This design comes from an exercise in tuning for small area, a short achievable clock period and few clock cycles on the open sky130 flow, not from production work. At most, simulation tests tie the RTL to the original design; equivalence was not proved. The RTL of runs 3 to 7 was laid out without a check of its function.

==> flow/design.v (outline; a module is shown in full before it is edited, if it fits) <==
// module fp_booth_enc: 18 lines
// module fp_cpa48: 9 lines
// module fp_mult: 22 lines
// module booth_mul: 717 lines
// module fp_fa: 4 lines
// module fp_ha: 4 lines
// module fp_add_exp: 20 lines
// module fp_add_exp_cases: 43 lines
// module fp_pick4: 12 lines
// module fp_add_exp_ser: 14 lines
// module fp_norm: 7 lines
// module fp_mcmp: 7 lines
// module fp_add_order: 31 lines
// module fp_shift_coarse: 18 lines
// module fp_shift_fill: 11 lines
// module fp_shift_fine: 10 lines
// module fp_add25: 10 lines
// module fp_add25cc: 24 lines
// module fp_add_finish: 18 lines
// module fp_add2: 32 lines
// module fp_pack: 9 lines
// module matrix_vector_mul_fp: 79 lines
module matrix_vector_mul_fp #(
    parameter int M = 2,
    parameter int N = 4
)(
    input  logic              clk,
    input  logic              rst,
    input  logic              start,
    input  logic [M*N*32-1:0] matrix,
    input  logic [N*32-1:0]   vector,
    output logic [M*32-1:0]   result,
    output logic              done
);
  // ...
==> flow/flow/run.sh <==
#!/bin/bash
# The standard layout with two changes to synthesis and to timing repair:
# synthesis runs flow/synth.tcl (the standard flow's script, with ABC mapping by
# flow/abc_map.script, which does no buffering or sizing), and timing repair
# aims for 15 ns of setup slack, with buf_4 cells as the port buffers.
# make's output goes to synth.log and layout.log, each step's tool output
# to the ORFS logs under orfs/logs.
set -e
export FLOW_ABC_SCRIPT=$PWD/flow/abc_map.script
bash standard.sh SYNTH_SCRIPT=$PWD/flow/synth.tcl synth > synth.log 2>&1
bash standard.sh SETUP_SLACK_MARGIN=15 BUFFER_PORTS_ARGS="-buffer_cell sky130_fd_sc_hd__buf_4" finish > layout.log 2>&1
==> flow/flow/abc_map.script <==
&get -n
&st
&dch
&nf
&st
&syn2
&if -g -K 6
&synch2
&nf
&st
&syn2
&if -g -K 6
&synch2
&nf
&st
&syn2
&if -g -K 6
&synch2
&nf
&st
&syn2
&if -g -K 6
&synch2
&nf
&st
&syn2
&if -g -K 6
&synch2
&nf
&put
topo
stime -c
==> flow/flow/synth.tcl <==
# The standard flow's synthesis script (synth_recipe.tcl) with one change: ABC maps with
# flow/abc_map.script, which leaves out the buffering and sizing steps of
# the standard ABC script (the resizer does those after placement).
proc synth {args} { yosys synth -nofsm -noshare {*}$args }
proc abc {args} {
  set i [lsearch -exact $args -script]
  if { $i >= 0 } {
    lset args [expr {$i + 1}] $::env(FLOW_ABC_SCRIPT)
  }
  yosys abc {*}$args
}
source $::env(SCRIPTS_DIR)/synth.tcl
# left out here: clear keep_hierarchy, flatten, clean up, hide names made inside functions, write 1_2_yosys.v
==> flow/standard.sh <==
#!/bin/bash
# synth_recipe.tcl (not shown) runs the flow's synth.tcl, then flattens the netlist and writes it again
# the make line also repeats each setting of config.mk as NAME=value (left out here)
make -C /OpenROAD-flow-scripts/flow DESIGN_CONFIG=/design/flow/config.mk WORK_HOME=/design/flow/orfs CLKGATE_MAP_FILE= SYNTH_SCRIPT=/design/flow/synth_recipe.tcl "${@:-finish}"
==> flow/config.mk <==
export PLATFORM = sky130hd
export DESIGN_NAME = matrix_vector_mul_fp
export DESIGN_NICKNAME = matrix_vector_mul_fp
export VERILOG_FILES = /design/flow/design.v
export SDC_FILE = /design/flow/constraint.sdc
export NUM_CORES = 8
export LEC_CHECK = 0
export CAP_MARGIN = 20
export CORE_MARGIN = 2
export CORE_UTILIZATION = 40
export SLEW_MARGIN = 20
export SYNTH_HIERARCHICAL = 1
==> flow/constraint.sdc <==
create_clock -name core_clock -period 30.0 [get_ports {clk}]
set_input_delay 6.0000 -clock core_clock [delete_from_list [all_inputs] [get_ports {clk}]]
set_output_delay 6.0000 -clock core_clock [all_outputs]
set_load 0.01 [all_outputs]
==> results.json, run 1 <==
{
  "outcome": "finished clean",
  "busiest_layer": "met2",
  "core_area_sq_mm": 0.4093,
  "fin_cells": 23293,
  "grt.total_usage_pct": 28.49,
  "syn_area_per_cell_sq_um": 9.271,
  "grt_overflow_total": 0,
  "multi_input_area_sq_mm": 0.1555,
  "synth_area_sq_mm": 0.1642,
  "ant_nets": 0,
  "port_buffers": 451,
  "slowest_stage": "mux4_4",
  "drt_iter0_markers": 15831,
  "top_regs": "ROW.q_big: 96 flops, ROW.q_sh: 96 flops, ROW.q_em: 32 flops",
  "min_period_ps": 14850,
  "yosys_warnings": 66,
  "regArea_sq_mm": 0.004881,
  "seq_cells": 241,
  "die_area_sq_mm": 0.4157,
  "io_pins": 452,
  "startpoint": "vector[101]",
  "clkSinkCount": 241,
  "use_met2_pct": 45.84,
  "grt_max_degree": 64,
  "n_all_inverters": 815,
  "crit_path_start_kind": "primary input",
  "endpoint": "ROW[0].q_sh[1][0]",
  "mostFrequentLayoutCell": "xnor2_1",
  "drc_errors": 0,
  "final_util_pct": 44.11,
  "wire_per_inst_um": 26.75,
  "rsz0062_at_grt": "no",
  "dp_hpwl_um": 417400,
  "dp_cells": 23009,
  "ctsHoldBuffers": 0,
  "cts.path.max_buffers": 3,
  "highest-signal-layer": "met5",
  "post_dp_cell_area_sq_mm": 0.1737,
  "via_per_inst": 6.387
}
Testbench counts, summed over its fixed seeds: cycles 32,000.
==> inputs of run 2 (changes only) <==
==> flow/flow/run.sh (replaced) <==
#!/bin/bash
# The standard layout with two changes to synthesis and to timing repair:
# synthesis runs flow/synth.tcl (the standard flow's script, with ABC mapping by
# flow/abc_map.script, which does no buffering or sizing), and timing repair
# aims for 15.5 ns of setup slack, with buf_4 cells as the port buffers.
# make's output goes to synth.log and layout.log, each step's tool output
# to the ORFS logs under orfs/logs.
set -e
export FLOW_ABC_SCRIPT=$PWD/flow/abc_map.script
bash standard.sh SYNTH_SCRIPT=$PWD/flow/synth.tcl synth > synth.log 2>&1
bash standard.sh SETUP_SLACK_MARGIN=15.5 BUFFER_PORTS_ARGS="-buffer_cell sky130_fd_sc_hd__buf_4" finish > layout.log 2>&1
==> run 2 against run 1 <==
Effect of this change: die area unchanged; critical path type is now reg -> out; worst hold slack improved by 11 ps; synthesized cell count unchanged; fmax increased by 3.0%; cell count increased by 1.3%; critical path depth increased by 1; via count increased by 1.9%; wire length increased by 3.3%.
==> results.json, run 2 <==
{
  "cp_common_cell": "buf_4",
  "grt_pass1_wl_um": 947600,
  "io_pins": 452,
  "drt_iter0_markers": 17444,
  "cts.path.max_buffers": 3,
  "tightestPinTransition_ps": 1320,
  "nNetsFinal": 21759,
  "core_area_sq_mm": 0.4093,
  "final_util_pct": 45.74,
  "path_max_fanout": 10,
  "crit_path_start_kind": "register",
  "numCtsBuffers": 34,
  "drt-total-wl_um": 644000,
  "dp_hpwl_um": 415600,
  "preCtsSetupSlack_ps": 12980,
  "grt_pass1_vias": 151266,
  "slowest_delay_ps": 440,
  "postSynthCellCount": 17712,
  "grt.total_usage_pct": 29.07,
  "clkSinkCount": 241,
  "die_area_sq_mm": 0.4157,
  "clkTransAtPathRegs_ps": 90,
  "grt_overflow_total": 0,
  "mostFrequentLayoutCell": "xnor2_1",
  "final_cell_mix": "xnor2_1 (2854), a22oi_1 (2090), fa_1 (2080), ha_1 (1032), nand2_1 (956)",
  "drive_above_1_share_pct": 13.30,
  "drc_errors": 0,
  "maxSlewHeadroom_pct": 11.42,
  "drv_cap": 0,
  "top_regs": "ROW.q_big: 96 flops, ROW.q_sh: 96 flops, ROW.q_em: 32 flops",
  "drv_slew": 0,
  "via_per_inst": 6.425,
  "synthesis.nets": 21363,
  "busiest_layer": "met2",
  "critical_path_class": "reg -> out",
  "worstPathRequired_ps": 24000,
  "start_util_pct": 40.12,
  "outcome": "finished clean",
  "fillers": 39239,
  "place_congestion": 0.9383,
  "cts_root_buffer": "clkbuf_16",
  "port_buffers": 451,
  "worstPathArrival_ps": 8410,
  "die_h_um": 644.7,
  "yosys_warnings": 66,
  "first_pass_iters": 7,
  "grt_max_degree": 71,
  "synth_area_sq_mm": 0.1642,
  "htree_levels": 2,
  "met1_usage_pct": 38.16,
  "area_delta_synth_final_pct": 14.01,
  "setup_violations": 0,
  "use_met2_pct": 46.06,
  "cts_tree": "done",
  "holdCritPathClass": "in -> async",
  "ctsHoldBuffers": 0,
  "fin_ws_ps": 15590,
  "min_period_ps": 14410,
  "timing.final.crit_share_pct": 48.04,
  "die_w_um": 644.7,
  "fmaxAchievable_mhz": 69.38,
  "hold_violations": 0,
  "slowest_stage": "mux2_1",
  "wire_per_inst_um": 27.28,
  "ant_nets": 0,
  "rsz0062_at_grt": "yes",
  "syn_area_per_cell_sq_um": 9.271,
  "end_kind": "output port",
  "vias": 151654,
  "met3_usage_pct": 5.698,
  "row_count": 235,
  "fin_tns_setup_ps": 0,
  "grt_antenna_before_repair": 23
}
[run 2: worst max-delay path: cells and delay by family, from the launching register on]
family,cells,cell delay (ps)
AO/OA/AOI/OAI,12,2830
multiplexers,5,1760
AND/OR/NAND/NOR,4,900
buffers and inverters,5,870
adder cells (fa/ha/maj),2,630
XOR/XNOR,2,460
flip-flops,1,370
[run 2: worst max-delay path by stage]
stage,startpoint,endpoint,slack [ps],cells past startpoint
finish,ROW[0].q_sh[0][17],result[9],15590,30
floorplan,ROW[0].q_big[1][16],result[0],14830,25
CTS,ROW[1].q_em[1][2],result[43],15490,30
global placement,vector[1],ROW[0].q_sh[0][0],13070,31
detailed placement,vector[73],ROW[1].q_sh[1][3],12980,28
global route,ROW[0].q_sh[1][0],result[12],15340,32
[run 2: final cells by class]
type | count | area, sq um | area share [%]
clock inverters | 17 | 230.2 | 0.1230
diodes | 22 | 55.05 | 0.02941
inverters | 815 | 3124 | 1.669
well taps | 5451 | 6820 | 3.643
flip-flops and latches | 241 | 4942 | 2.640
repair buffers | 1161 | 13820 | 7.381
clock buffers | 43 | 964.7 | 0.5153
multi-input cells | 15855 | 157300 | 84.00
[run 2: repair_timing]
action                                 CTS  global route
endpoints found under the hold margin    0             0
setup endpoints to repair              290           158
gates cloned                            86            84
buffers inserted                       125           212
resized for setup                      630           564
pin swaps                               61           177
[run 2: through the flow]
stage	cell area, sq um	instances	hold slack, ps
floorplan	168000	17712	5723
global placement	173900	23015	5841
detailed placement	173900	23015	5842
CTS	181100	23286	5163
global route	187200	23588	5187
finish	187200	23605	5193
[run 2: layer usage]
metal / wire length [um] / vias up
met5: 217 / -
met4: 37900 / 12
met3: 67590 / 2024
met2: 285200 / 9163
met1: 253100 / 75161
li1: - / 65294
==> module fp_add_exp, before the edit <==
module fp_add_exp (
    input  logic [7:0] ba,
    input  logic       ca,
    input  logic [7:0] bb,
    input  logic       cb,
    output logic       gt,      
    output logic       eq,      
    output logic [4:0] d,       
    output logic       dz,      
    output logic [7:0] emax
);
    logic [7:0] v [4];
    fp_add_exp_cases u_cases (.ba(ba), .bb(bb), .v00(v[0]), .v01(v[1]), .v10(v[2]), .v11(v[3]));
    fp_pick4 #(.W(8)) u_pick (.v0(v[0]), .v1(v[1]), .v2(v[2]), .v3(v[3]), .s({ca, cb}),
                              .y({gt, eq, d, dz}));
    logic [7:0] ea, eb;
    assign ea   = ba + {7'd0, ca};
    assign eb   = bb + {7'd0, cb};
    assign emax = gt ? ea : eb;
endmodule
==> module fp_add2, before the edit <==
module fp_add2 (
    input  logic        sa,
    input  logic [7:0]  ea,
    input  logic [24:0] pa,
    input  logic        sb,
    input  logic [7:0]  eb,
    input  logic [24:0] pb,
    output logic [31:0] y
);
    logic [23:0] ma, mb, big, sha, shb, sh;
    logic        gt, eq, dz, mgt, sub, neg, sign;
    logic [4:0]  d;
    logic [7:0]  emax;
    logic [24:0] t, s;
    fp_norm u_na (.e(ea), .p(pa), .m(ma));
    fp_norm u_nb (.e(eb), .p(pb), .m(mb));
    fp_add_exp u_exp (
        .ba(ea), .ca(pa[24]), .bb(eb), .cb(pb[24]),
        .gt(gt), .eq(eq), .d(d), .dz(dz), .emax(emax)
    );
    assign sub = sa ^ sb;
    fp_shift_fill u_sha (.m(ma ^ {24{sub}}), .f(sub), .d(d), .dz(dz), .y(sha));
    fp_shift_fill u_shb (.m(mb ^ {24{sub}}), .f(sub), .d(d), .dz(dz), .y(shb));
    assign big = gt ? ma : mb;
    assign sh  = gt ? shb : sha;
    fp_mcmp u_cmp (.ma(ma), .mb(mb), .gt(mgt));
    assign neg  = eq & sub & mgt;
    fp_add25 u_as (.a({1'b0, big}), .b({sub, sh}), .c(sub & ~neg), .s(t));
    assign s    = t ^ {25{neg}};
    assign sign = (gt | neg) ? sa : sb;
    fp_pack u_pack (.sign(sign), .e(emax), .e1(emax + 8'd1), .s(s), .y(y));
endmodule
==> inputs of run 3 (changes only) <==
--- a/flow/design.v
+++ b/flow/design.v
@@ -772,7 +772,9 @@
   assign s = a ^ b;
   assign c = a & b;
 endmodule
-module fp_add_exp (
+module fp_add_exp #(
+    parameter bit FAST = 0      
+)(
     input  logic [7:0] ba,
     input  logic       ca,
     input  logic [7:0] bb,
@@ -784,7 +786,13 @@
     output logic [7:0] emax
 );
     logic [7:0] v [4];
-    fp_add_exp_cases u_cases (.ba(ba), .bb(bb), .v00(v[0]), .v01(v[1]), .v10(v[2]), .v11(v[3]));
+    generate
+        if (FAST) begin: F
+            fp_add_exp_cases_fast u_cases (.ba(ba), .bb(bb), .v00(v[0]), .v01(v[1]), .v10(v[2]), .v11(v[3]));
+        end else begin: S
+            fp_add_exp_cases u_cases (.ba(ba), .bb(bb), .v00(v[0]), .v01(v[1]), .v10(v[2]), .v11(v[3]));
+        end
+    endgenerate
     fp_pick4 #(.W(8)) u_pick (.v0(v[0]), .v1(v[1]), .v2(v[2]), .v3(v[3]), .s({ca, cb}),
                               .y({gt, eq, d, dz}));
     logic [7:0] ea, eb;
@@ -835,6 +843,53 @@
                : fb        ? {1'b1, 1'b0, bai, ba >= 8'd23}
                            : c0;
 endmodule
+module fp_add_exp_cases_fast (
+    input  logic [7:0] ba,
+    input  logic [7:0] bb,
+    output logic [7:0] v00,
+    output logic [7:0] v01,
+    output logic [7:0] v10,
+    output logic [7:0] v11
+);
+    logic [8:0] x, y;
+    assign x  = {1'b0, ba} - {1'b0, bb};
+    assign y  = {1'b0, bb} - {1'b0, ba};
+    logic xneg, xz, xpos, xm1, xp1;
+    assign xneg = x[8];
+    assign xz   = (x == 9'd0);
+    assign xpos = ~xneg & ~xz;
+    assign xm1  = (x == 9'h1FF);
+    assign xp1  = (x == 9'd1);
+    logic [4:0] xi, yd, xd, yi;
+    assign xi = x[4:0] + 5'd1;
+    assign xd = x[4:0] - 5'd1;
+    assign yi = y[4:0] + 5'd1;
+    assign yd = y[4:0] - 5'd1;
+    logic x23, x24, x25, y23, y24, y25;
+    assign x23 = (x[7:0] >= 8'd23);
+    assign x24 = (x[7:0] >= 8'd24);
+    assign x25 = (x[7:0] >= 8'd25);
+    assign y23 = (y[7:0] >= 8'd23);
+    assign y24 = (y[7:0] >= 8'd24);
+    assign y25 = (y[7:0] >= 8'd25);
+    logic fa, fb;
+    assign fa = (ba == 8'hFF);
+    assign fb = (bb == 8'hFF);
+    logic [4:0] bai, bbi;
+    assign bai = ba[4:0] + 5'd1;
+    assign bbi = bb[4:0] + 5'd1;
+    logic [7:0] c0, c1, c2;
+    assign c0 = {xpos, xz, xneg ? y[4:0] : x[4:0], xneg ? y24 : x24};
+    assign c1 = {~xneg, xm1, xneg ? yd : xi, xneg ? y25 : x23};
+    assign c2 = {xpos & ~xp1, xp1, xpos ? xd : yi, xpos ? x25 : y23};
+    assign v00 = c0;
+    assign v10 = fa ? {1'b0, bb == 8'd0, bb[4:0], bb >= 8'd24} : c1;
+    assign v01 = fb ? {ba != 8'd0, ba == 8'd0, ba[4:0], ba >= 8'd24} : c2;
+    assign v11 = (fa & fb) ? {1'b0, 1'b1, 5'd0, 1'b0}
+               : fa        ? {1'b0, 1'b0, bbi, bb >= 8'd23}
+               : fb        ? {1'b1, 1'b0, bai, ba >= 8'd23}
+                           : c0;
+endmodule
 module fp_pick4 #(
     parameter int W = 1
 )(
@@ -1013,7 +1068,7 @@
     logic [24:0] t, s;
     fp_norm u_na (.e(ea), .p(pa), .m(ma));
     fp_norm u_nb (.e(eb), .p(pb), .m(mb));
-    fp_add_exp u_exp (
+    fp_add_exp #(.FAST(1)) u_exp (
         .ba(ea), .ca(pa[24]), .bb(eb), .cb(pb[24]),
         .gt(gt), .eq(eq), .d(d), .dz(dz), .emax(emax)
     );
==> flow/flow/run.sh (replaced) <==
#!/bin/bash
# The standard layout with two changes to synthesis and to timing repair:
# synthesis runs flow/synth.tcl (the standard flow's script, with ABC mapping by
# flow/abc_map.script, which does no buffering or sizing), and timing repair
# aims for 15 ns of setup slack, with buf_4 cells as the port buffers.
# make's output goes to synth.log and layout.log, each step's tool output
# to the ORFS logs under orfs/logs.
set -e
export FLOW_ABC_SCRIPT=$PWD/flow/abc_map.script
bash standard.sh SYNTH_SCRIPT=$PWD/flow/synth.tcl synth > synth.log 2>&1
bash standard.sh SETUP_SLACK_MARGIN=15 BUFFER_PORTS_ARGS="-buffer_cell sky130_fd_sc_hd__buf_4" finish > layout.log 2>&1
==> run 3 against run 2 <==
Effect of this change: synthesized cell count down 0.35%; sequential share of layout area up 0.097 points; die area about the same; cell count down 1.7%; critical endpoint is now ROW[0].q_sh[0][0]; setup slack worse by 360 ps.
==> results.json, run 3 <==
{
  "outcome": "finished clean",
  "drt-total-wl_um": 631000,
  "maxSlewHeadroom_pct": 23.53,
  "grt_max_degree": 61,
  "path_max_fanout": 48,
  "fin_tns_setup_ps": 0,
  "yosys_warnings": 68,
  "final_cell_area_sq_mm": 0.1784,
  "top_regs": "ROW.q_big: 96 flops, ROW.q_sh: 96 flops, ROW.q_em: 32 flops",
  "htree_levels": 1,
  "dp_hpwl_um": 429000,
  "drv_cap": 0,
  "crit_buf_inv": 6,
  "vias": 148834,
  "drt_iter0_markers": 15708,
  "tightestPinTransition_ps": 1139,
  "clkTransAtPathRegs_ps": 80,
  "worstPathArrival_ps": 15290,
  "start_util_pct": 40.12,
  "ant_nets": 0,
  "io_pins": 452,
  "synth_area_sq_mm": 0.1642,
  "hold_violations": 0,
  "nNetsFinal": 21367,
  "crit_path_start_kind": "primary input",
  "holdCritPathClass": "in -> async",
  "numCtsBuffers": 30,
  "grt_overflow_total": 0,
  "worstPathRequired_ps": 30520,
  "core_area_sq_mm": 0.4093,
  "wire_per_inst_um": 27.20,
  "wl_met3_um": 60100,
  "rsz0062_at_grt": "yes",
  "final_cell_mix": "xnor2_1 (2946), a22oi_1 (2177), fa_1 (2120), ha_1 (1085), nand2_1 (899)",
  "drv_slew": 0,
  "die_area_sq_mm": 0.4156,
  "synthesis.nets": 21309,
  "cts_tree": "done",
  "mostFrequentLayoutCell": "xnor2_1",
  "first_pass_iters": 7,
  "fillers": 40089,
  "post_dp_cell_area_sq_mm": 0.1728,
  "place_congestion": 0.9519,
  "crit_family": "adder cells",
  "cts.path.max_buffers": 3,
  "die_w_um": 644.7,
  "cts_root_buffer": "clkbuf_16",
  "grt_pass1_vias": 151308,
  "highest-signal-layer": "met5",
  "drive_above_1_share_pct": 8.837,
  "postSynthCellCount": 17650,
  "drt-met1-wl_um": 249300,
  "area_delta_synth_final_pct": 8.663,
  "critical_path_class": "in -> reg",
  "syn_area_per_cell_sq_um": 9.303,
  "min_period_ps": 14770,
  "die_h_um": 644.7,
  "port_buffers": 451,
  "drc_errors": 0,
  "slowest_delay_ps": 780,
  "slowest_stage": "mux4_4",
  "grt_antenna_before_repair": 43,
  "end_kind": "register",
  "grt.total_usage_pct": 29.17,
  "via_per_inst": 6.415,
  "grt_pass1_wl_um": 949600,
  "fmaxAchievable_mhz": 67.70,
  "setup_violations": 0,
  "clkSinkCount": 241,
  "timing.final.crit_share_pct": 49.24,
  "row_count": 235,
  "dr_wl_met2_um": 286300
}
run 3: per-stage QoR:
step	util, %	hold slack (ps)	worst slack, ps	instances
after global routing	43.59	5137	14950	23195
after detailed placement	42.21	5841	12810	22957
after global placement	42.21	5840	12880	22957
after CTS	43.04	5122	15000	23095
final	43.59	5159	15230	23202
after floorplan	-	5723	14800	17650
run 3: worst paths after layout:
check	start	end	slack, ps	cells after the start
worst min-delay path	rst	done	5160	2
max in group asynchronous	rst	done	24760	2
min in group core_clock	start	done	5440	1
worst max-delay path	vector[35]	ROW[0].q_sh[0][0]	15230	31
run 3: routing by layer:
metal / vias up / GRT usage, %
li1: 64394 / -
met3: 1718 / 5.012
met2: 8368 / 47.05
met4: 54 / 14.23
met5: - / 0.04625
met1: 74300 / 37.75
run 3: cell type report:
class                      instances  area [sq um]  area share, %
antenna                           19         47.55        0.02665
clock buffer                      36         814.5         0.4565
clock inverter                    20         254.0         0.1424
inverter                         773          2953          1.655
multi-input combinational      15828        154600          86.67
sequential                       241          4883          2.737
tap                             5451          6820          3.823
timing repair buffer             834          8014          4.492
run 3: timing repair:
| item | in CTS | in global routing |
|---|---|---|
| gates resized for setup | 287 | 302 |
| endpoints found under the setup margin | 277 | 155 |
| hold buffers | 0 | 0 |
| pin swaps | 31 | 42 |
| buffers inserted | 50 | 68 |
| hold endpoints to repair | 0 | 0 |
| cloned | 32 | 20 |
==> module fp_cpa48, before the edit <==
module fp_cpa48 (
    input  logic [47:0] s0,
    input  logic [47:0] s1,
    output logic [24:0] p
);
    logic [47:0] sum;
    assign sum = s0 + s1;
    assign p   = sum[47:23];
endmodule
==> module fp_mcmp, before the edit <==
module fp_mcmp (
    input  logic [23:0] ma,
    input  logic [23:0] mb,
    output logic        gt
);
    assign gt = ma > mb;
endmodule
==> module fp_add25, before the edit <==
module fp_add25 (
    input  logic [24:0] a,
    input  logic [24:0] b,
    input  logic        c,
    output logic [24:0] s
);
    logic [25:0] t;
    assign t = {a, 1'b1} + {b, c};
    assign s = t[25:1];
endmodule
==> module fp_add25cc, before the edit <==
module fp_add25cc (
    input  logic [24:0] a,
    input  logic [24:0] b,
    output logic [24:0] s0,
    output logic [24:0] s1
);
    logic [24:0] p, g, gg, pp;
    assign p = a ^ b;
    assign g = a & b;
    always_comb begin
        gg = g;
        pp = p;
        for (int l = 0; l < 5; l++) begin
            for (int i = 24; i >= 0; i--) begin
                if (((i >> l) & 1) == 1) begin
                    gg[i] = gg[i] | (pp[i] & gg[((i >> l) << l) - 1]);
                    pp[i] = pp[i] & pp[((i >> l) << l) - 1];
                end
            end
        end
    end
    assign s0 = p ^ {gg[23:0], 1'b0};
    assign s1 = p ^ {gg[23:0] | pp[23:0], 1'b1};
endmodule
==> inputs of run 4 (changes only) <==
--- a/flow/design.v
+++ b/flow/design.v
@@ -21,9 +21,10 @@
     input  logic [47:0] s1,
     output logic [24:0] p
 );
-    logic [47:0] sum;
-    assign sum = s0 + s1;
-    assign p   = sum[47:23];
+    logic [47:0] pr, gg, pp;
+    assign pr = s0 ^ s1;
+    fp_skl #(.W(48)) u_skl (.g(s0 & s1), .p(pr), .G(gg), .P(pp));
+    assign p = pr[47:23] ^ gg[46:22];
 endmodule
 module fp_mult (
     input  logic [31:0] a,
@@ -928,7 +929,33 @@
     input  logic [23:0] mb,
     output logic        gt
 );
-    assign gt = ma > mb;
+    logic [31:0] g0, p0;
+    logic [15:0] g1, p1;
+    logic [7:0]  g2, p2;
+    logic [3:0]  g3, p3;
+    logic [1:0]  g4, p4;
+    assign g0 = {8'd0, ma & ~mb};
+    assign p0 = {8'hFF, ~(ma ^ mb)};
+    genvar i;
+    generate
+        for (i = 0; i < 16; i++) begin: L1
+            assign g1[i] = g0[2*i+1] | (p0[2*i+1] & g0[2*i]);
+            assign p1[i] = p0[2*i+1] & p0[2*i];
+        end
+        for (i = 0; i < 8; i++) begin: L2
+            assign g2[i] = g1[2*i+1] | (p1[2*i+1] & g1[2*i]);
+            assign p2[i] = p1[2*i+1] & p1[2*i];
+        end
+        for (i = 0; i < 4; i++) begin: L3
+            assign g3[i] = g2[2*i+1] | (p2[2*i+1] & g2[2*i]);
+            assign p3[i] = p2[2*i+1] & p2[2*i];
+        end
+        for (i = 0; i < 2; i++) begin: L4
+            assign g4[i] = g3[2*i+1] | (p3[2*i+1] & g3[2*i]);
+            assign p4[i] = p3[2*i+1] & p3[2*i];
+        end
+    endgenerate
+    assign gt = g4[1] | (p4[1] & g4[0]);
 endmodule
 module fp_add_order (
     input  logic        sa,
@@ -1006,9 +1033,11 @@
     input  logic        c,
     output logic [24:0] s
 );
-    logic [25:0] t;
-    assign t = {a, 1'b1} + {b, c};
-    assign s = t[25:1];
+    logic [24:0] p, g, gg, pp;
+    assign p = a ^ b;
+    assign g = {a[24:1] & b[24:1], (a[0] & b[0]) | (p[0] & c)};
+    fp_skl #(.W(25)) u_skl (.g(g), .p(p), .G(gg), .P(pp));
+    assign s = p ^ {gg[23:0], c};
 endmodule
 module fp_add25cc (
     input  logic [24:0] a,
@@ -1016,23 +1045,45 @@
     output logic [24:0] s0,
     output logic [24:0] s1
 );
-    logic [24:0] p, g, gg, pp;
+    logic [24:0] p, gg, pp;
     assign p = a ^ b;
-    assign g = a & b;
-    always_comb begin
-        gg = g;
-        pp = p;
-        for (int l = 0; l < 5; l++) begin
-            for (int i = 24; i >= 0; i--) begin
-                if (((i >> l) & 1) == 1) begin
-                    gg[i] = gg[i] | (pp[i] & gg[((i >> l) << l) - 1]);
-                    pp[i] = pp[i] & pp[((i >> l) << l) - 1];
+    fp_skl #(.W(25)) u_skl (.g(a & b), .p(p), .G(gg), .P(pp));
+    assign s0 = p ^ {gg[23:0], 1'b0};
+    assign s1 = p ^ {gg[23:0] | pp[23:0], 1'b1};
+endmodule
+module fp_skl #(
+    parameter int W = 8
+)(
+    input  logic [W-1:0] g,
+    input  logic [W-1:0] p,
+    output logic [W-1:0] G,
+    output logic [W-1:0] P
+);
+    localparam int L = $clog2(W);
+    wire gl [(L+1)*W];
+    wire pl [(L+1)*W];
+    genvar l, i;
+    generate
+        for (i = 0; i < W; i++) begin: IN
+            assign gl[i] = g[i];
+            assign pl[i] = p[i];
+        end
+        for (l = 0; l < L; l++) begin: LV
+            for (i = 0; i < W; i++) begin: B
+                if (((i >> l) & 1) == 1) begin: C
+                    assign gl[(l+1)*W+i] = gl[l*W+i] | (pl[l*W+i] & gl[l*W+((i >> l) << l)-1]);
+                    assign pl[(l+1)*W+i] = pl[l*W+i] & pl[l*W+((i >> l) << l)-1];
+                end else begin: T
+                    assign gl[(l+1)*W+i] = gl[l*W+i];
+                    assign pl[(l+1)*W+i] = pl[l*W+i];
                 end
             end
         end
-    end
-    assign s0 = p ^ {gg[23:0], 1'b0};
-    assign s1 = p ^ {gg[23:0] | pp[23:0], 1'b1};
+        for (i = 0; i < W; i++) begin: OUT
+            assign G[i] = gl[L*W+i];
+            assign P[i] = pl[L*W+i];
+        end
+    endgenerate
 endmodule
 module fp_add_finish (
     input  logic [23:0] big,
==> run 4 against run 3 <==
Effect of this change: first-iteration DRC count is 5.1% lower; wire length is 4.7% lower; die area is 1.3% lower; synthesized cell count is 3.0% lower; setup slack worse by 31 ps; critical endpoint is now ROW[1].q_sh[0][2]; largest cell class unchanged.
==> results.json, run 4 <==
{
  "drv_cap": 0,
  "critical_path_class": "in -> reg",
  "die_w_um": 640.5,
  "drt-total-wl_um": 601600,
  "vias": 139444,
  "clkTransAtPathRegs_ps": 80,
  "drive_above_1_share_pct": 10.04,
  "synthesis.nets": 20775,
  "ctsHoldBuffers": 0,
  "cp_common_cell": "fa_1",
  "area_delta_synth_final_pct": 7.082,
  "first_pass_iters": 8,
  "wire_per_inst_um": 27.08,
  "drc_errors": 0,
  "regArea_sq_mm": 0.004892,
  "fin_cells": 22215,
  "io_pins": 452,
  "synth_area_sq_mm": 0.1621,
  "hold_violations": 0,
  "final_cell_mix": "xnor2_1 (2807), a22oi_1 (2132), fa_1 (2064), ha_1 (1078), nand2_1 (760)",
  "postSynthCellCount": 17126,
  "slowest_stage": "fa_1",
  "dp_hpwl_um": 411600,
  "die_h_um": 640.5,
  "multi_input_area_sq_mm": 0.1495,
  "mostFrequentLayoutCell": "xnor2_1",
  "worstPathArrival_ps": 15280,
  "holdCritPathClass": "in -> async",
  "grt_max_degree": 70,
  "grt_pass1_wl_um": 897200,
  "numCtsBuffers": 31,
  "clkSinkCount": 241,
  "end_kind": "register",
  "outcome": "finished clean",
  "path_max_fanout": 36,
  "worstPathRequired_ps": 30480,
  "cts.path.max_buffers": 3,
  "setup_violations": 0,
  "rsz0062_at_grt": "no",
  "grt.total_usage_pct": 28.14,
  "drt_iter0_markers": 14902,
  "via_per_inst": 6.277,
  "crit_path_start_kind": "primary input",
  "fin_tns_setup_ps": 0,
  "grt_overflow_total": 0,
  "maxSlewHeadroom_pct": 22.88,
  "ant_nets": 0,
  "row_count": 233,
  "drv_slew": 0,
  "grt_pass1_vias": 139651,
  "core_area_sq_mm": 0.4032,
  "fmaxAchievable_mhz": 67.56,
  "dp_cells": 21952,
  "place_congestion": 0.9662,
  "top_regs": "ROW.q_big: 96 flops, ROW.q_sh: 96 flops, ROW.q_em: 32 flops",
  "yosys_warnings": 69,
  "slowest_delay_ps": 530,
  "cts_root_buffer": "clkbuf_16",
  "timing.final.crit_share_pct": 49.34,
  "syn_area_per_cell_sq_um": 9.463,
  "die_area_sq_mm": 0.4103,
  "cts_tree": "done",
  "min_period_ps": 14800,
  "port_buffers": 451,
  "start_util_pct": 40.20,
  "fillers": 39242,
  "tightestPinTransition_ps": 1153,
  "nNetsFinal": 20399,
  "htree_levels": 1,
  "grt_antenna_before_repair": 64
}
## run 4: how the worst max path moves through the flow
stage                        end  cells past startpoint  slack, ps         startpoint
6_report       ROW[1].q_sh[0][2]                     31      15200          vector[7]
2_1_floorplan  ROW[1].q_sh[0][0]                     28      14650         vector[36]
5_1_grt               result[26]                     29      14980  ROW[0].q_em[0][0]
3_3_place_gp   ROW[1].q_sh[1][0]                     30      12790         vector[73]
4_1_cts        ROW[0].q_sh[1][2]                     30      15000         vector[65]
3_5_place_dp   ROW[1].q_sh[1][0]                     30      12670         vector[73]
## run 4: through the flow
stage / hold slack [ps] / setup WS, ps / area, sq um / util, %
6_report: 5198 / 15200 / 173500 / 43.04
5_1_grt: 5185 / 14980 / 173500 / 43.04
4_1_cts: 5173 / 15000 / 171400 / 42.50
3_5_place_dp: 5846 / 12670 / 168200 / 41.71
3_3_place_gp: 5848 / 12790 / 168100 / 41.70
2_1_floorplan: 5723 / 14650 / 165600 / -
## run 4: what timing repair did
action                                 CTS  global route
buffers inserted                        57            69
gates resized for setup                271           237
endpoints found under the hold margin    0             0
cloned                                  18            25
pin swaps                               28            34
setup endpoints to repair              278           156
## run 4: cell type report
class / instances / share of cell area, %
Timing Repair Buffer: 855 / 4.705
Clock buffer: 39 / 0.4874
Multi-Input combinational cell: 14854 / 86.17
Clock inverter: 19 / 0.1853
Tap cell: 5405 / 3.897
Inverter: 767 / 1.686
Antenna cell: 35 / 0.05047
Sequential cell: 241 / 2.819
## run 4: worst max-delay path: cells and delay by family
kind / cells / cell delay, ps
buffers and inverters: 6 / 1650
xor gates and xnor gates: 4 / 680
AOI/OAI and AO/OA: 9 / 2200
adders and majority gates: 7 / 3120
muxes: 3 / 1100
and+or+nand+nor: 2 / 430
## run 4: per-layer routing
layer  part of all wire, %  GRT usage (%)  routed length, um  vias up
met3                   9.7          5.172              58470     1475
met5                 0.069              0                416        -
li1                      -              -                  -    60343
met1                    40          37.28             241700    69629
met2                    45          44.48             270600     7953
met4                   5.1          12.80              30390       44
==> inputs of run 5 (changes only) <==
==> flow/flow/run.sh (replaced) <==
#!/bin/bash
# The standard layout with two changes to synthesis and to timing repair:
# synthesis runs flow/synth.tcl (the standard flow's script, with ABC mapping by
# flow/abc_map.script, which does no buffering or sizing), and timing repair
# aims for 15.5 ns of setup slack, with buf_4 cells as the port buffers.
# make's output goes to synth.log and layout.log, each step's tool output
# to the ORFS logs under orfs/logs.
set -e
export FLOW_ABC_SCRIPT=$PWD/flow/abc_map.script
bash standard.sh SYNTH_SCRIPT=$PWD/flow/synth.tcl synth > synth.log 2>&1
bash standard.sh SETUP_SLACK_MARGIN=15.5 BUFFER_PORTS_ARGS="-buffer_cell sky130_fd_sc_hd__buf_4" finish > layout.log 2>&1
==> run 5 against run 4 <==
Effect of this change: critical endpoint is now result[7]; critical path type is now reg -> out; non-clock buffer count is 218 higher; synthesized cell count unchanged; count of clock-buffer cells in the layout shrank 4; still clean; largest cell class unchanged; synthesized area stayed put; global-route usage rose by 0.62 points.
==> results.json, run 5 <==
{
  "grt_pass1_wl_um": 915900,
  "drive_above_1_share_pct": 14.10,
  "critical_path_class": "reg -> out",
  "hold_violations": 0,
  "dr_wl_met2_um": 276800,
  "cts.path.max_buffers": 3,
  "clkTransAtPathRegs_ps": 70,
  "fin_tns_setup_ps": 0,
  "cts_tree": "done",
  "fin_ws_ps": 15540,
  "fmaxAchievable_mhz": 69.13,
  "dp_hpwl_um": 410800,
  "outcome": "finished clean",
  "cts_root_buffer": "clkbuf_16",
  "end_kind": "output port",
  "drc_errors": 0,
  "final_cell_area_sq_mm": 0.1801,
  "wl_met3_um": 63580,
  "die_h_um": 640.5,
  "port_buffers": 451,
  "top_regs": "ROW.q_big: 96 flops, ROW.q_sh: 96 flops, ROW.q_em: 32 flops",
  "wire_per_inst_um": 27.77,
  "die_area_sq_mm": 0.4103,
  "cp_common_cell": "a21o_1",
  "io_pins": 452,
  "nNetsFinal": 20619,
  "ant_nets": 0,
  "clkSinkCount": 241,
  "grt_overflow_total": 0,
  "holdCritPathClass": "in -> async",
  "min_period_ps": 14460,
  "area_delta_synth_final_pct": 11.14,
  "htree_levels": 1,
  "first_pass_iters": 7,
  "startpoint": "ROW[0].q_big[1][7]",
  "die_w_um": 640.5,
  "crit_path_start_kind": "register",
  "synthesis.nets": 20775,
  "place_congestion": 0.9648,
  "worstPathRequired_ps": 24000,
  "postSynthCellCount": 17126,
  "synth_area_sq_mm": 0.1621,
  "grt_max_degree": 56,
  "maxSlewHeadroom_pct": 25.26,
  "final_cell_mix": "xnor2_1 (2756), a22oi_1 (2126), fa_1 (2054), ha_1 (1001), buf_4 (754)",
  "grt_antenna_before_repair": 42,
  "yosys_warnings": 69,
  "drt-met1-wl_um": 252200,
  "drt_iter0_markers": 16174,
  "path_max_fanout": 8,
  "tightestPinTransition_ps": 1109,
  "mostFrequentLayoutCell": "xnor2_1",
  "preCtsSetupSlack_ps": 12860,
  "ctsHoldBuffers": 0,
  "drv_slew": 0,
  "syn_area_per_cell_sq_um": 9.463,
  "grt_pass1_vias": 141977,
  "slowest_stage": "mux4_4",
  "drv_cap": 0,
  "rsz0062_at_grt": "yes",
  "grt.total_usage_pct": 28.76,
  "drt-total-wl_um": 622500,
  "worstPathArrival_ps": 8460,
  "post_dp_cell_area_sq_mm": 0.1682,
  "timing.final.crit_share_pct": 48.22,
  "start_util_pct": 40.20,
  "hold_ws_ps": 5177,
  "core_area_sq_mm": 0.4032,
  "via_per_inst": 6.336,
  "numCtsBuffers": 31,
  "slowest_delay_ps": 670,
  "row_count": 233,
  "setup_violations": 0,
  "vias": 142060,
  "highest-signal-layer": "met5"
}
==> run 5: area by class of cell <==
| type | instances | area, sq um |
|---|---|---|
| Tap cell | 5405 | 6763 |
| Sequential cell | 241 | 4961 |
| Inverter | 767 | 2948 |
| Antenna cell | 20 | 50.05 |
| Multi-Input combinational cell | 14856 | 152400 |
| Fill cell | 38762 | 223100 |
| Clock inverter | 23 | 329.1 |
| Clock buffer | 35 | 820.8 |
| Timing Repair Buffer | 1073 | 11850 |
==> run 5: timing repair <==
action | in CTS | in global routing
gates cloned | 50 | 58
gates resized for setup | 587 | 700
pin swaps | 68 | 167
endpoints found under the setup margin | 290 | 154
buffers inserted | 142 | 147
==> run 5: critical path: cells and delay by family (launching register included) <==
kind                       cells  cell delay (ps)
buffers and inverters          7              990
and+or+nand+nor                1              180
adders and majority gates      2              420
DFF                            1              380
xor gates and xnor gates       3              590
AOI/OAI and AO/OA             15             3120
muxes                          5             2090
==> run 5: per-layer routing <==
layer  global-route usage [%]  vias up
met4                    11.88       28
met5                        0        -
met2                    44.96     8503
met3                    5.411     1590
met1                    38.88    71143
li1                         -    60796
==> run 5: final timing paths <==
check / endpoint / slack (ps) / cells after the start
min in group core_clock: done / 5460 / 1
max in group asynchronous: done / 24740 / 2
worst max-delay path: result[7] / 15540 / 33
worst min-delay path: done / 5180 / 2
==> run 5: stage by stage <==
stage          utilization (%)  cells
5_1_grt                  44.67  22413
4_1_cts                  43.25  22195
6_report                 44.68  22420
3_5_place_dp             41.72  21945
3_3_place_gp             41.71  21944
2_1_floorplan                -  17126
==> inputs of run 6 (changes only) <==
--- a/flow/design.v
+++ b/flow/design.v
@@ -1112,29 +1112,72 @@
     input  logic [24:0] pb,
     output logic [31:0] y
 );
-    logic [23:0] ma, mb, big, sha, shb, sh;
-    logic        gt, eq, dz, mgt, sub, neg, sign;
+    logic [23:0] ma, mb, big, sh;
+    logic        ca, cb, gt, eq, dz, mgt, sub, neg, sign;
     logic [4:0]  d;
     logic [7:0]  emax;
-    logic [24:0] t, s;
+    logic [24:0] s;
+    assign ca = pa[24];
+    assign cb = pb[24];
     fp_norm u_na (.e(ea), .p(pa), .m(ma));
     fp_norm u_nb (.e(eb), .p(pb), .m(mb));
     fp_add_exp #(.FAST(1)) u_exp (
-        .ba(ea), .ca(pa[24]), .bb(eb), .cb(pb[24]),
+        .ba(ea), .ca(ca), .bb(eb), .cb(cb),
         .gt(gt), .eq(eq), .d(d), .dz(dz), .emax(emax)
     );
     assign sub = sa ^ sb;
-    fp_shift_fill u_sha (.m(ma ^ {24{sub}}), .f(sub), .d(d), .dz(dz), .y(sha));
-    fp_shift_fill u_shb (.m(mb ^ {24{sub}}), .f(sub), .d(d), .dz(dz), .y(shb));
+    logic [4:0] da, db;
+    logic       za, zb;
+    fp_add2_dist u_da (.e(ea), .eo(eb), .d(da), .z(za));
+    fp_add2_dist u_db (.e(eb), .eo(ea), .d(db), .z(zb));
+    logic [24:0] ta, tb;
+    fp_shift25 u_sha (.lo(pa[22:0]), .t0(ca ? pa[23] : (ea != 8'h00)), .t1(ca & (ea != 8'hFF)),
+                      .d(da), .z(za), .y(ta));
+    fp_shift25 u_shb (.lo(pb[22:0]), .t0(cb ? pb[23] : (eb != 8'h00)), .t1(cb & (eb != 8'hFF)),
+                      .d(db), .z(zb), .y(tb));
+    logic [23:0] sha, shb;
+    assign sha = cb ? ta[24:1] : ta[23:0];
+    assign shb = ca ? tb[24:1] : tb[23:0];
+    assign sh  = (eq ? ma : (gt ? shb : sha)) ^ {24{sub}};
     assign big = gt ? ma : mb;
-    assign sh  = gt ? shb : sha;
     fp_mcmp u_cmp (.ma(ma), .mb(mb), .gt(mgt));
     assign neg  = eq & sub & mgt;
+    logic [24:0] t;
     fp_add25 u_as (.a({1'b0, big}), .b({sub, sh}), .c(sub & ~neg), .s(t));
     assign s    = t ^ {25{neg}};
     assign sign = (gt | neg) ? sa : sb;
     fp_pack u_pack (.sign(sign), .e(emax), .e1(emax + 8'd1), .s(s), .y(y));
 endmodule
+module fp_add2_dist (
+    input  logic [7:0] e,
+    input  logic [7:0] eo,
+    output logic [4:0] d,
+    output logic       z
+);
+    logic [8:0] t;
+    assign t = {1'b0, eo} - {1'b0, e};
+    assign d = (e == 8'hFF) ? eo[4:0] + 5'd1 : t[4:0];
+    assign z = (e == 8'hFF) ? (eo >= 8'd24) : (~t[8] & (t[7:0] >= 8'd25));
+endmodule
+module fp_shift25 (
+    input  logic [22:0] lo,
+    input  logic        t0,
+    input  logic        t1,
+    input  logic [4:0]  d,
+    input  logic        z,
+    output logic [24:0] y
+);
+    logic [24:0] l, h0, h1;
+    assign l = {2'b00, lo} >> d;
+    genvar k;
+    generate
+        for (k = 0; k < 25; k++) begin: P
+            assign h0[k] = (k <= 23) ? (d == 5'(23 - k)) : 1'b0;
+            assign h1[k] = (d == 5'(24 - k));
+        end
+    endgenerate
+    assign y = z ? 25'd0 : (l | ({25{t0}} & h0) | ({25{t1}} & h1));
+endmodule
 module fp_pack (
     input  logic        sign,
     input  logic [7:0]  e,
==> flow/flow/run.sh (replaced) <==
#!/bin/bash
# The standard layout with two changes to synthesis and to timing repair:
# synthesis runs flow/synth.tcl (the standard flow's script, with ABC mapping by
# flow/abc_map.script, which does no buffering or sizing), and timing repair
# aims for 15 ns of setup slack, with buf_4 cells as the port buffers.
# make's output goes to synth.log and layout.log, each step's tool output
# to the ORFS logs under orfs/logs.
set -e
export FLOW_ABC_SCRIPT=$PWD/flow/abc_map.script
bash standard.sh SYNTH_SCRIPT=$PWD/flow/synth.tcl synth > synth.log 2>&1
bash standard.sh SETUP_SLACK_MARGIN=15 BUFFER_PORTS_ARGS="-buffer_cell sky130_fd_sc_hd__buf_4" finish > layout.log 2>&1
==> run 6 against run 5 <==
Effect of this change: setup slack lost 290 ps; via count fell by 1.5%; die area is 0.47% higher; non-clock buffer count down 194; still clean on timing, DRC and antenna; core utilization shrank 1.8 points; synthesized area is 0.47% higher; sequential cell count stayed put; critical path depth decreased by 1; critical endpoint is now ROW[1].q_sh[1][3]; cell count shrank 0.47%.
==> results.json, run 6 <==
{
  "postSynthCellCount": 17188,
  "drv_slew": 0,
  "rsz0062_at_grt": "no",
  "die_w_um": 642.0,
  "synthesis.nets": 20865,
  "start_util_pct": 40.13,
  "fin_cells": 22315,
  "vias": 139977,
  "mostFrequentLayoutCell": "xnor2_1",
  "io_pins": 452,
  "core_area_sq_mm": 0.4058,
  "min_period_ps": 14760,
  "synth_area_sq_mm": 0.1628,
  "yosys_warnings": 69,
  "hold_violations": 0,
  "fin_tns_setup_ps": 0,
  "timing.final.crit_share_pct": 49.19,
  "numCtsBuffers": 28,
  "maxSlewHeadroom_pct": 21.91,
  "fillers": 39671,
  "critical_path_class": "in -> reg",
  "area_delta_synth_final_pct": 6.922,
  "ctsHoldBuffers": 0,
  "drv_cap": 0,
  "nNetsFinal": 20514,
  "grt_antenna_before_repair": 47,
  "ant_nets": 0,
  "outcome": "finished clean",
  "regArea_sq_mm": 0.004832,
  "multi_input_area_sq_mm": 0.1499,
  "holdCritPathClass": "in -> async",
  "drt_iter0_markers": 14880,
  "cts_tree": "done",
  "slowest_delay_ps": 740,
  "drive_above_1_share_pct": 9.674,
  "cts_root_buffer": "clkbuf_16",
  "tightestPinTransition_ps": 1166,
  "drt-total-wl_um": 593000,
  "syn_area_per_cell_sq_um": 9.474,
  "worstPathArrival_ps": 15250,
  "top_regs": "ROW.q_big: 96 flops, ROW.q_sh: 96 flops, ROW.q_em: 32 flops",
  "grt_pass1_vias": 140884,
  "port_buffers": 451,
  "first_pass_iters": 7,
  "grt.total_usage_pct": 27.48,
  "place_congestion": 0.9505,
  "dp_hpwl_um": 400200,
  "drc_errors": 0,
  "grt_max_degree": 61,
  "worstPathRequired_ps": 30490,
  "grt_pass1_wl_um": 892500,
  "clkSinkCount": 241,
  "dp_cells": 22068,
  "cts.path.max_buffers": 3,
  "end_kind": "register",
  "htree_levels": 1,
  "crit_path_start_kind": "primary input",
  "via_per_inst": 6.273,
  "die_h_um": 642.0,
  "wire_per_inst_um": 26.58,
  "final_cell_mix": "xnor2_1 (2739), a22oi_1 (2160), fa_1 (2066), ha_1 (1138), clkinv_1 (779)",
  "clkTransAtPathRegs_ps": 80,
  "fmaxAchievable_mhz": 67.76,
  "slowest_stage": "mux4_4",
  "row_count": 234,
  "path_max_fanout": 24,
  "grt_overflow_total": 0,
  "die_area_sq_mm": 0.4122,
  "setup_violations": 0
}
run 6: final cells by class:
cell class	instances	share of cell area [%]
inverters	779	1.679
clock inverters	21	0.1480
diodes	28	0.04024
well taps	5428	3.901
multi-input cells	14908	86.10
clock buffers	31	0.4147
repair buffers	879	4.939
flip-flops and latches	241	2.775
run 6: routing by layer:
layer  track usage, %  wire length [um]  up-vias
met2            43.04            264600     8089
met5           0.1503               172        -
li1                 -                 -    60631
met3            6.124             63530     1462
met1            36.43            236400    69769
met4            11.50             28290       26
run 6: metrics by stage:
step / cell area [sq um] / hold slack, ps / utilization (%) / setup slack, ps
final: 174100 / 5180 / 42.91 / 15240
after global routing: 174100 / 5173 / 42.90 / 14970
after CTS: 171800 / 5138 / 42.33 / 14990
after detailed placement: 168600 / 5842 / 41.56 / 12670
after global placement: 168600 / 5840 / 41.56 / 12790
after floorplan: 165700 / 5723 / - / 14650
run 6: worst max path at each step:
stage	from	end	slack, ps	depth (start not counted)
after global placement	vector[69]	ROW[1].q_sh[1][1]	12790	31
after global routing	ROW[1].q_big[1][3]	result[40]	14970	34
after floorplan	vector[36]	ROW[1].q_sh[0][0]	14650	28
after CTS	vector[111]	ROW[1].q_sh[1][1]	14990	30
final	vector[111]	ROW[1].q_sh[1][3]	15240	32
after detailed placement	vector[69]	ROW[1].q_sh[1][1]	12670	31
run 6: critical path: cells and delay by family:
family	cells	cell delay [ps]
AO/OA/AOI/OAI	11	2770
XOR/XNOR	3	570
adder cells (fa/ha/maj)	7	2830
buffers and inverters	6	1360
multiplexers	3	1340
AND/OR/NAND/NOR	2	310
run 6: repair_timing:
action                                  4_1_cts  5_1_grt
endpoints found under the setup margin      258      156
setup buffers                                46       63
cloned                                       29       28
pin swaps                                    23       23
resized for setup                           269      272
==> inputs of run 7 (changes only) <==
==> flow/flow/run.sh (replaced) <==
#!/bin/bash
# The standard layout with two changes to synthesis and to timing repair:
# synthesis runs flow/synth.tcl (the standard flow's script, with ABC mapping by
# flow/abc_map.script, which does no buffering or sizing), and timing repair
# aims for 15.25 ns of setup slack, with buf_4 cells as the port buffers.
# make's output goes to synth.log and layout.log, each step's tool output
# to the ORFS logs under orfs/logs.
set -e
export FLOW_ABC_SCRIPT=$PWD/flow/abc_map.script
bash standard.sh SYNTH_SCRIPT=$PWD/flow/synth.tcl synth > synth.log 2>&1
bash standard.sh SETUP_SLACK_MARGIN=15.25 BUFFER_PORTS_ARGS="-buffer_cell sky130_fd_sc_hd__buf_4" finish > layout.log 2>&1
==> run 7 against run 6 <==
Effect of this change: still clean on timing, DRC and antenna; non-clock buffer count is 84 higher; highest routed layer unchanged; synthesized cell count stayed put; sequential share of layout area hardly changed; critical path depth is 1 higher; global-route usage is 0.70 points higher.
==> results.json, run 7 <==
{
  "core_area_sq_mm": 0.4058,
  "drv_cap": 0,
  "grt_max_degree": 58,
  "slowest_stage": "mux4_4",
  "area_delta_synth_final_pct": 8.051,
  "rsz0062_at_grt": "no",
  "wl_met3_um": 64040,
  "numCtsBuffers": 29,
  "grt_overflow_total": 0,
  "drt-total-wl_um": 609700,
  "die_area_sq_mm": 0.4122,
  "start_util_pct": 40.13,
  "drt-met1-wl_um": 244500,
  "setup_violations": 0,
  "drv_slew": 0,
  "row_count": 234,
  "end_kind": "register",
  "slowest_delay_ps": 650,
  "dp_cells": 22088,
  "wire_per_inst_um": 27.22,
  "crit_path_start_kind": "primary input",
  "worstPathRequired_ps": 30500,
  "regArea_sq_mm": 0.004836,
  "fmaxAchievable_mhz": 68.58,
  "critical_path_class": "in -> reg",
  "fin_tns_setup_ps": 0,
  "hold_violations": 0,
  "min_period_ps": 14580,
  "postSynthCellCount": 17188,
  "die_h_um": 642.0,
  "final_util_pct": 43.36,
  "dr_wl_met2_um": 270200,
  "fillers": 39620,
  "place_congestion": 0.9390,
  "synth_area_sq_mm": 0.1628,
  "final_cell_mix": "xnor2_1 (2742), a22oi_1 (2156), fa_1 (2063), ha_1 (1125), clkinv_1 (778)",
  "drc_errors": 0,
  "mostFrequentLayoutCell": "xnor2_1",
  "die_w_um": 642.0,
  "io_pins": 452,
  "clkTransAtPathRegs_ps": 80,
  "vias": 140819,
  "grt_pass1_vias": 142002,
  "dp_hpwl_um": 409700,
  "tightestPinTransition_ps": 1152,
  "holdCritPathClass": "in -> async",
  "port_buffers": 451,
  "ctsHoldBuffers": 0,
  "clkSinkCount": 241,
  "syn_area_per_cell_sq_um": 9.474,
  "via_per_inst": 6.288,
  "grt.total_usage_pct": 28.17,
  "outcome": "finished clean",
  "drt_iter0_markers": 16191,
  "highest-signal-layer": "met5",
  "first_pass_iters": 8,
  "ant_nets": 0,
  "top_regs": "ROW.q_big: 96 flops, ROW.q_sh: 96 flops, ROW.q_em: 32 flops",
  "cts_tree": "done",
  "yosys_warnings": 69,
  "worstPathArrival_ps": 15080,
  "synthesis.nets": 20865,
  "cts.path.max_buffers": 3,
  "hold_ws_ps": 5200,
  "maxSlewHeadroom_pct": 22.79,
  "cts_root_buffer": "clkbuf_16",
  "drive_above_1_share_pct": 10.62,
  "timing.final.crit_share_pct": 48.61,
  "fin_cells": 22394,
  "nNetsFinal": 20591,
  "path_max_fanout": 29,
  "multi_input_area_sq_mm": 0.1502,
  "htree_levels": 1,
  "grt_antenna_before_repair": 49,
  "grt_pass1_wl_um": 910800
}
==> run 7: stage by stage <==
step	setup slack, ps	instance area [sq um]
after floorplan	14650	165700
after global placement	12750	168900
after detailed placement	12710	168900
after CTS	15250	172700
after global routing	15200	175900
final	15420	175900
==> run 7: how the worst max path moves through the flow <==
| stage | start | end |
|---|---|---|
| global placement | vector[15] | ROW[1].q_sh[0][0] |
| CTS | vector[57] | ROW[0].q_sh[0][1] |
| finish | vector[109] | ROW[0].q_sh[1][1] |
| global route | ROW[0].q_big[1][7] | result[10] |
| floorplan | vector[36] | ROW[1].q_sh[0][0] |
| detailed placement | vector[7] | ROW[1].q_sh[0][0] |
==> run 7: area by class of cell <==
cell class / instances / area share (%)
antenna: 30 / 0.04267
clock buffer: 35 / 0.4366
clock inverter: 18 / 0.1180
inverter: 779 / 1.664
multi-input combinational: 14900 / 85.40
sequential: 241 / 2.749
tap: 5428 / 3.860
timing repair buffer: 963 / 5.734
==> run 7: per-layer routing <==
layer  global-route usage, %  vias up
li1                        -    60753
met1                   37.66    70235
met2                   44.19     8321
met3                   5.652     1476
met4                   11.95       34
met5                       0        -
==> run 7: critical path, delay by kind of cell <==
family | cells | cell delay [ps]
adders and majority gates | 6 | 2810
AOI/OAI and AO/OA | 11 | 2460
buffers and inverters | 7 | 1360
muxes | 3 | 1220
and+or+nand+nor | 3 | 600
xor gates and xnor gates | 3 | 520
==> run 7: repair_timing <==
| item | in CTS | in global routing |
|---|---|---|
| gates cloned | 30 | 39 |
| endpoints found under the setup margin | 290 | 154 |
| gates resized for setup | 334 | 334 |
| pin swaps | 30 | 53 |
| buffers inserted | 62 | 91 |
==> inputs of run 8 (changes only) <==
--- a/flow/design.v
+++ b/flow/design.v
@@ -1059,7 +1059,7 @@
     output logic [W-1:0] G,
     output logic [W-1:0] P
 );
-    localparam int L = $clog2(W);
+    localparam int L = (W > 32) ? 6 : (W > 16) ? 5 : (W > 8) ? 4 : (W > 4) ? 3 : (W > 2) ? 2 : 1;
     wire gl [(L+1)*W];
     wire pl [(L+1)*W];
     genvar l, i;
==> run 8 against run 7 <==
Effect of this change: still clean on timing, DRC and antenna; design area is the same; first-iteration DRC count is the same; sequential share of layout area is the same; critical path depth is the same; critical path type unchanged; critical endpoint unchanged.
==> results.json, run 8 <==
{
  "htree_levels": 1,
  "final_cell_mix": "xnor2_1 (2742), a22oi_1 (2156), fa_1 (2063), ha_1 (1125), clkinv_1 (778)",
  "outcome": "finished clean",
  "fin_tns_setup_ps": 0,
  "ctsHoldBuffers": 0,
  "final_util_pct": 43.36,
  "grt_max_degree": 58,
  "synthesis.nets": 20865,
  "path_max_fanout": 29,
  "port_buffers": 451,
  "row_count": 234,
  "core_area_sq_mm": 0.4058,
  "die_h_um": 642.0,
  "cts.path.max_buffers": 3,
  "nNetsFinal": 20591,
  "grt_pass1_wl_um": 910800,
  "top_regs": "ROW.q_big: 96 flops, ROW.q_sh: 96 flops, ROW.q_em: 32 flops",
  "wire_per_inst_um": 27.22,
  "postSynthCellCount": 17188,
  "synth_area_sq_mm": 0.1628,
  "cts_tree": "done",
  "dp_hpwl_um": 409700,
  "dp_cells": 22088,
  "tightestPinTransition_ps": 1152,
  "slowest_stage": "mux4_4",
  "place_congestion": 0.9390,
  "holdCritPathClass": "in -> async",
  "timing.final.crit_share_pct": 48.61,
  "maxSlewHeadroom_pct": 22.79,
  "vias": 140819,
  "drive_above_1_share_pct": 10.62,
  "drt-total-wl_um": 609700,
  "grt_antenna_before_repair": 49,
  "drt_iter0_markers": 16191,
  "area_delta_synth_final_pct": 8.051,
  "worstPathArrival_ps": 15080,
  "clkSinkCount": 241,
  "grt_pass1_vias": 142002,
  "grt_overflow_total": 0,
  "clkTransAtPathRegs_ps": 80,
  "drv_slew": 0,
  "end_kind": "register",
  "worstPathRequired_ps": 30500,
  "mostFrequentLayoutCell": "xnor2_1",
  "yosys_warnings": 69,
  "min_period_ps": 14580,
  "first_pass_iters": 8,
  "post_dp_cell_area_sq_mm": 0.1689,
  "grt.total_usage_pct": 28.17,
  "ant_nets": 0,
  "fin_ws_ps": 15420,
  "slowest_delay_ps": 650,
  "rsz0062_at_grt": "no",
  "io_pins": 452,
  "critical_path_class": "in -> reg",
  "syn_area_per_cell_sq_um": 9.474,
  "crit_path_start_kind": "primary input",
  "die_area_sq_mm": 0.4122,
  "drc_errors": 0,
  "hold_violations": 0,
  "die_w_um": 642.0,
  "via_per_inst": 6.288,
  "drv_cap": 0,
  "final_cell_area_sq_mm": 0.1759,
  "setup_violations": 0,
  "preCtsSetupSlack_ps": 12710,
  "numCtsBuffers": 29,
  "start_util_pct": 40.13,
  "fin_cells": 22394,
  "cts_root_buffer": "clkbuf_16",
  "fmaxAchievable_mhz": 68.58
}
run 8: worst max-delay path, delay by kind of cell:
| kind | cells | cell delay [ps] |
|---|---|---|
| buffers and inverters | 7 | 1360 |
| AND/OR/NAND/NOR | 3 | 600 |
| AO/OA/AOI/OAI | 11 | 2460 |
| adder cells (fa/ha/maj) | 6 | 2810 |
| multiplexers | 3 | 1220 |
| XOR/XNOR | 3 | 520 |
run 8: what timing repair did:
item                                    4_1_cts  5_1_grt
endpoints found under the setup margin      290      154
setup buffers                                62       91
cloned                                       30       39
gates resized for setup                     334      334
pin swaps                                    30       53
run 8: through the flow:
stage,hold slack [ps]
CTS,5181
detailed placement,5842
global placement,5840
finish,5200
floorplan,5723
global route,5201
run 8: path summary, 6_finish.rpt:
kind                             start           endpoint
max                        vector[109]  ROW[0].q_sh[1][1]
min                                rst               done
max in group asynchronous          rst               done
min in group core_clock          start               done
run 8: cell type report:
class / count / area (sq um)
fillers: 39620 / 229900
multi-input cells: 14900 / 150200
repair buffers: 963 / 10090
well taps: 5428 / 6792
flip-flops and latches: 241 / 4836
inverters: 779 / 2928
clock buffers: 35 / 768.2
clock inverters: 18 / 207.7
diodes: 30 / 75.07
run 8: layer usage:
layer / up-vias / share of wire (%) / track usage [%] / wire length, um
met5: - / 0.036 / 0 / 221
met1: 70235 / 40 / 37.66 / 244500
met3: 1476 / 11 / 5.652 / 64040
li1: 60753 / - / - / -
met4: 34 / 5.0 / 11.95 / 30710
met2: 8321 / 44 / 44.19 / 270200
Testbench counts of run 8, summed over its fixed seeds: cycles 32,000.

## re-timing with driven ports
Ports are ideal in the flow. The routed layouts listed here were re-timed in OpenROAD.
Step 1 (the two cells are an assumption about what drives the block):
set clk [get_ports {clk}]
set_driving_cell -lib_cell sky130_fd_sc_hd__clkbuf_16 $clk
set_driving_cell -lib_cell sky130_fd_sc_hd__buf_2 [delete_from_list [all_inputs] $clk]
Step 2 adds t to the input delays and takes it off the output delays; t is the mean of the earliest and latest rising clock arrival at the registers after step 1. Input paths then give back, and output paths get back, about the clock's delay inside the block.
Three values: ideal ports, drivers, drivers and shift; two values: the first two.
| run | shift t [ns] | slack for setup (ns) | slew at the worst register clock pin (ns) | worst slew at a driven data input, ns |
|---|---|---|---|---|
| run 1 | 0.706 | 15.148 / 15.120 / 14.414 | 0.08 / 0.08 | 0.21 |
| run 2 | 0.686 | 15.587 / 15.493 / 14.897 | 0.09 / 0.09 | 0.30 |
| run 3 | 0.706 | 15.228 / 15.204 / 14.539 | 0.08 / 0.08 | 0.25 |
| run 4 | 0.682 | 15.198 / 15.198 / 14.515 | 0.08 / 0.08 | 0.32 |
| run 5 | 0.716 | 15.535 / 15.455 / 14.947 | 0.08 / 0.08 | 0.32 |
| run 6 | 0.704 | 15.242 / 15.225 / 14.564 | 0.08 / 0.08 | 0.22 |
| run 7 | 0.680 | 15.418 / 15.415 / 14.735 | 0.08 / 0.08 | 0.21 |
| run 8 | 0.680 | 15.418 / 15.415 / 14.735 | 0.08 / 0.08 | 0.21 |
After both steps every run listed still meets setup and hold. For run 1, which loses most, drivers alone change the setup slack by -0.028 ns; drivers and shift together by -0.734 ns.
